This is an optimization exercise on Yosys and OpenROAD, whose aim is small area, a short achievable clock period and few clock cycles per item, not a production implementation.

==> v4 <==
## unpipelined_divider
module unpipelined_divider #
(
    parameter N = 32
)
(
    input wire [N-1:0] dividend,
    input wire [N-1:0] divisor,
    input wire start,
    input wire rst,
    input wire clk,
    output wire [N-1:0] quotient,
    output wire [N-1:0] remainder,
    output reg done
);
    reg [N-1:0] rem_reg;    
    reg [N-1:0] dq_reg;     
    reg [4:0]   cnt;        
    reg         busy;
    wire d_nz = |divisor;
    wire sk3 = (|divisor[31:24]) | (d_nz & ~(|dividend[31:8]));
    wire sk2 = (|divisor[31:16]) | (d_nz & ~(|dividend[31:16]));
    wire sk1 = (|divisor[31:8])  | (d_nz & ~(|dividend[31:24]));
    wire [1:0] sh = sk3 ? 2'd3 : sk2 ? 2'd2 : sk1 ? 2'd1 : 2'd0;
    wire [2*N-1:0] load = {{N{1'b0}}, dividend} << {sh, 3'b000};
    wire [N:0] t = {rem_reg, dq_reg[N-1]};
    wire [N-1:0] diff;
    wire ge;
    div_step step (.a(t[N-1:0]), .b(divisor), .top(t[N]), .diff(diff), .ge(ge));
    always @(posedge clk) begin
        if (start) begin
            rem_reg <= load[2*N-1:N];
            dq_reg  <= load[N-1:0];
        end else begin
            rem_reg <= ge ? diff : t[N-1:0];
            dq_reg  <= {dq_reg[N-2:0], ge};
        end
    end
  ...
==> module unpipelined_divider, before the edit <==
module unpipelined_divider #
(
    parameter N = 32
)
(
    input wire [N-1:0] dividend,
    input wire [N-1:0] divisor,
    input wire start,
    input wire rst,
    input wire clk,
    output wire [N-1:0] quotient,
    output wire [N-1:0] remainder,
    output reg done
);
    reg [N-1:0] rem_reg;    
    reg [N-1:0] dq_reg;     
    reg [4:0]   cnt;        
    reg         busy;
    wire d_nz = |divisor;
    wire sk3 = (|divisor[31:24]) | (d_nz & ~(|dividend[31:8]));
    wire sk2 = (|divisor[31:16]) | (d_nz & ~(|dividend[31:16]));
    wire sk1 = (|divisor[31:8])  | (d_nz & ~(|dividend[31:24]));
    wire [1:0] sh = sk3 ? 2'd3 : sk2 ? 2'd2 : sk1 ? 2'd1 : 2'd0;
    wire [2*N-1:0] load = {{N{1'b0}}, dividend} << {sh, 3'b000};
    wire [N:0] t = {rem_reg, dq_reg[N-1]};
    wire [N-1:0] diff;
    wire ge;
    div_step step (.a(t[N-1:0]), .b(divisor), .top(t[N]), .diff(diff), .ge(ge));
    always @(posedge clk) begin
        if (start) begin
            rem_reg <= load[2*N-1:N];
            dq_reg  <= load[N-1:0];
        end else begin
            rem_reg <= ge ? diff : t[N-1:0];
            dq_reg  <= {dq_reg[N-2:0], ge};
        end
    end
    always @(posedge clk or posedge rst) begin
        if (rst) begin
            busy <= 1'b0;
            done <= 1'b0;
            cnt  <= 5'd0;
        end else begin
            done <= busy && (cnt == 5'd31);
            if (start) begin
                busy <= 1'b1;
                cnt  <= {sh, 3'b000};
            end else if (busy) begin
                cnt <= cnt + 5'd1;
                if (cnt == 5'd31) busy <= 1'b0;
            end
        end
    end
    assign quotient  = dq_reg;
    assign remainder = rem_reg;
endmodule
clock: 4.0 ns
lec_check: 0
cap_margin: 20
core_margin: 2
core_utilization: 55
cts_buf_list: sky130_fd_sc_hd__clkbuf_4 sky130_fd_sc_hd__clkbuf_8
setup_slack_margin: 1.5
slew_margin: 20
synth_hierarchical: 1
synth_minimum_keep_size: 0
standard.sh (not shown) runs the stock make flow with config.mk's settings and CLKGATE_MAP_FILE= SYNTH_SCRIPT=/design/flow/synth_recipe.tcl, a recipe that flattens the netlist after the stock synthesis.
==> flow/flow/run.sh <==
#!/bin/bash
# The standard layout, with the port buffers set to the library's smallest
# plain buffer (buffer_ports otherwise picks a delay cell) and the settings
# below passed to the ORFS make.
set -euo pipefail
export BUFFER_PORTS_ARGS="-buffer_cell sky130_fd_sc_hd__buf_1"

bash standard.sh > standard.log 2>&1
==> inputs of v5, as changes to v4 <==
--- a/flow/design.v
+++ b/flow/design.v
@@ -16,24 +16,34 @@
     reg [N-1:0] dq_reg;     
     reg [4:0]   cnt;        
     reg         busy;
-    wire d_nz = |divisor;
-    wire sk3 = (|divisor[31:24]) | (d_nz & ~(|dividend[31:8]));
-    wire sk2 = (|divisor[31:16]) | (d_nz & ~(|dividend[31:16]));
-    wire sk1 = (|divisor[31:8])  | (d_nz & ~(|dividend[31:24]));
-    wire [1:0] sh = sk3 ? 2'd3 : sk2 ? 2'd2 : sk1 ? 2'd1 : 2'd0;
+    wire [3:0] d_any, x_any;
+    genvar k;
+    generate
+        for (k = 0; k < 4; k = k + 1) begin : byte_or
+            or8 od (.a(divisor[8*k +: 8]), .y(d_any[k]));
+            or8 ox (.a(dividend[8*k +: 8]), .y(x_any[k]));
+        end
+    endgenerate
+    wire sk3, sk2, sk1;
+    skip_dec sd (.d_any(d_any), .x_any(x_any), .sk3(sk3), .sk2(sk2), .sk1(sk1));
+    wire [1:0] sh = {sk2, sk3 | (sk1 & ~sk2)};
     wire [2*N-1:0] load = {{N{1'b0}}, dividend} << {sh, 3'b000};
     wire [N:0] t = {rem_reg, dq_reg[N-1]};
     wire [N-1:0] diff;
     wire ge;
     div_step step (.a(t[N-1:0]), .b(divisor), .top(t[N]), .diff(diff), .ge(ge));
-    always @(posedge clk) begin
-        if (start) begin
-            rem_reg <= load[2*N-1:N];
-            dq_reg  <= load[N-1:0];
-        end else begin
-            rem_reg <= ge ? diff : t[N-1:0];
-            dq_reg  <= {dq_reg[N-2:0], ge};
+    wire take;
+    and2b tk (.a(ge), .b_n(start), .y(take));
+    wire [N-1:0] rem_hold = start ? load[2*N-1:N] : t[N-1:0];
+    wire [N-1:0] rem_next;
+    generate
+        for (k = 0; k < N; k = k + 1) begin : rnext
+            mux2 mg (.s(take), .a(rem_hold[k]), .b(diff[k]), .y(rem_next[k]));
         end
+    endgenerate
+    always @(posedge clk) begin
+        rem_reg <= rem_next;
+        dq_reg  <= start ? load[N-1:0] : {dq_reg[N-2:0], ge};
     end
     always @(posedge clk or posedge rst) begin
         if (rst) begin
@@ -351,6 +361,22 @@
     sk_sum s30 (.p(p0_30), .c(g5_29), .s(diff[30]));
     sk_sum s31 (.p(p0_31), .c(g5_30), .s(diff[31]));
 endmodule
+module and2b (input wire a, input wire b_n, output wire y);
+    assign y = a & ~b_n;
+endmodule
+module mux2 (input wire s, input wire a, input wire b, output wire y);
+    assign y = s ? b : a;
+endmodule
+module or8 (input wire [7:0] a, output wire y);
+    assign y = |a;
+endmodule
+module skip_dec (input wire [3:0] d_any, input wire [3:0] x_any,
+                 output wire sk3, output wire sk2, output wire sk1);
+    wire d_nz = |d_any;
+    assign sk3 = d_any[3] | (d_nz & ~(|x_any[3:1]));
+    assign sk2 = (|d_any[3:2]) | (d_nz & ~(|x_any[3:2]));
+    assign sk1 = (|d_any[3:1]) | (d_nz & ~x_any[3]);
+endmodule
 module sk_gen0 (input wire a, input wire b, output wire g);
     assign g = a | ~b;
 endmodule
==> flow/flow/run.sh (replaced) <==
#!/bin/bash
# The standard layout (standard.sh) with two changes:
#  - the final ABC mapping of the standard synthesis uses flow/abc_map.script
#    (ORFS's speed script without its blanket upsizing);
#  - the port buffers are the library's smallest plain buffer (buffer_ports
#    otherwise picks a delay cell).
set -euo pipefail
here=$(pwd)
export FLOW_SYNTH_TCL=$here/synth_recipe.tcl
export MY_ABC_SCRIPT=$here/flow/abc_map.script
export BUFFER_PORTS_ARGS="-buffer_cell sky130_fd_sc_hd__buf_1"
sed "s#SYNTH_SCRIPT=[^ ]*#SYNTH_SCRIPT=$here/flow/my_synth.tcl#" standard.sh > my_standard.sh
grep -q "SYNTH_SCRIPT=$here/flow/my_synth.tcl" my_standard.sh
bash my_standard.sh > standard.log 2>&1
==> flow/flow/abc_map.script (new file) <==
&get -n
&st
&dch
&nf
&st
&syn2
&if -g -K 6
&synch2
&nf
&st
&syn2
&if -g -K 6
&synch2
&nf
&st
&syn2
&if -g -K 6
&synch2
&nf
&st
&syn2
&if -g -K 6
&synch2
&nf
&st
&syn2
&if -g -K 6
&synch2
&nf
&put
buffer -c
topo
stime -c

dnsize -c
==> flow/flow/my_synth.tcl (new file) <==
# The standard flow's synthesis (synth_recipe.tcl, unchanged), except that the final ABC
# technology mapping runs flow/abc_map.script instead of ORFS's speed script
proc abc {args} {
  set i [lsearch -exact $args -script]
  if {$i >= 0} {
    lset args [expr {$i + 1}] $::env(MY_ABC_SCRIPT)
  }
  yosys abc {*}$args
}
source $::env(FLOW_SYNTH_TCL)
SETUP_SLACK_MARGIN = 1.0   (was 1.5)
==> results_dict.tcl <==
set metrics [dict create \
    outcome "complete, no violations" \
    synth_seq_cells 71 \
    intPower_mw 1.87 \
    avgSynthCellArea_um2 8.91 \
    wl_met2_um 9010 \
    finish.utilization_pct 78.3 \
    worst_ep_arrival_time_ps 3130 \
    dieArea_um2 10800 \
    swShare_pct 41.9 \
    grt.total_usage_pct 30.3 \
    synth_fa_ha_area_share_pct 0.457 \
    dieWidth_um 104 \
    worst_r2r_path_depth 12 \
    fin_worst_skew_ps 13.8 \
    cp_max_fo 5 \
    power_mw 3.21 \
    peakVddDrop_uv 257 \
]
[end of results for v4]
==> results_dict.tcl <==
set metrics [dict create \
    outcome "complete, no violations" \
    power_mw 3.30 \
    dieWidth_um 99.4 \
    worst_r2r_path_depth 10 \
    fin_worst_skew_ps 9.71 \
    grt.total_usage_pct 29.6 \
    avgSynthCellArea_um2 8.19 \
    cp_max_fo 19 \
    intPower_mw 1.97 \
    wl_met2_um 6680 \
    wl_met1_um 6650 \
    finish.utilization_pct 68.6 \
    grt_antenna_before_repair 0 \
    peakVddDrop_uv 323 \
    dieArea_um2 9880 \
    worst_ep_arrival_time_ps 3070 \
]
[end of results for v5]
Function was not checked in any run of this note: the RTL went through the layout flow alone.

-- afterwards: timing with drivers on the ports --
The results above use ideal ports. As a check the final layouts listed here were re-extracted and re-timed, cells and wires unchanged.
Step 1 (the two cells are an assumption about what drives the block):
set clk [get_ports {clk}]
set_driving_cell -lib_cell sky130_fd_sc_hd__clkbuf_16 $clk
set_driving_cell -lib_cell sky130_fd_sc_hd__buf_2 [delete_from_list [all_inputs] $clk]
Step 2, shift: input delay + t, output delay - t, t = (earliest + latest rising clock arrival at the registers) / 2. This alone moves slack from input paths to output paths.
Three values: no drivers, after step 1, after step 2; two values: the first two.
run | t, ns | setup slack, ns | worst setup path after step 2
v4 | 0.394 | 1.116 / 1.107 / 0.714 | input to register
v5 | 0.387 | 1.168 / 1.181 / 0.795 | input to register
After both steps every run listed still meets setup and hold. For v4, which loses most, drivers alone change the setup slack by -0.009 ns; drivers and shift together by -0.402 ns.
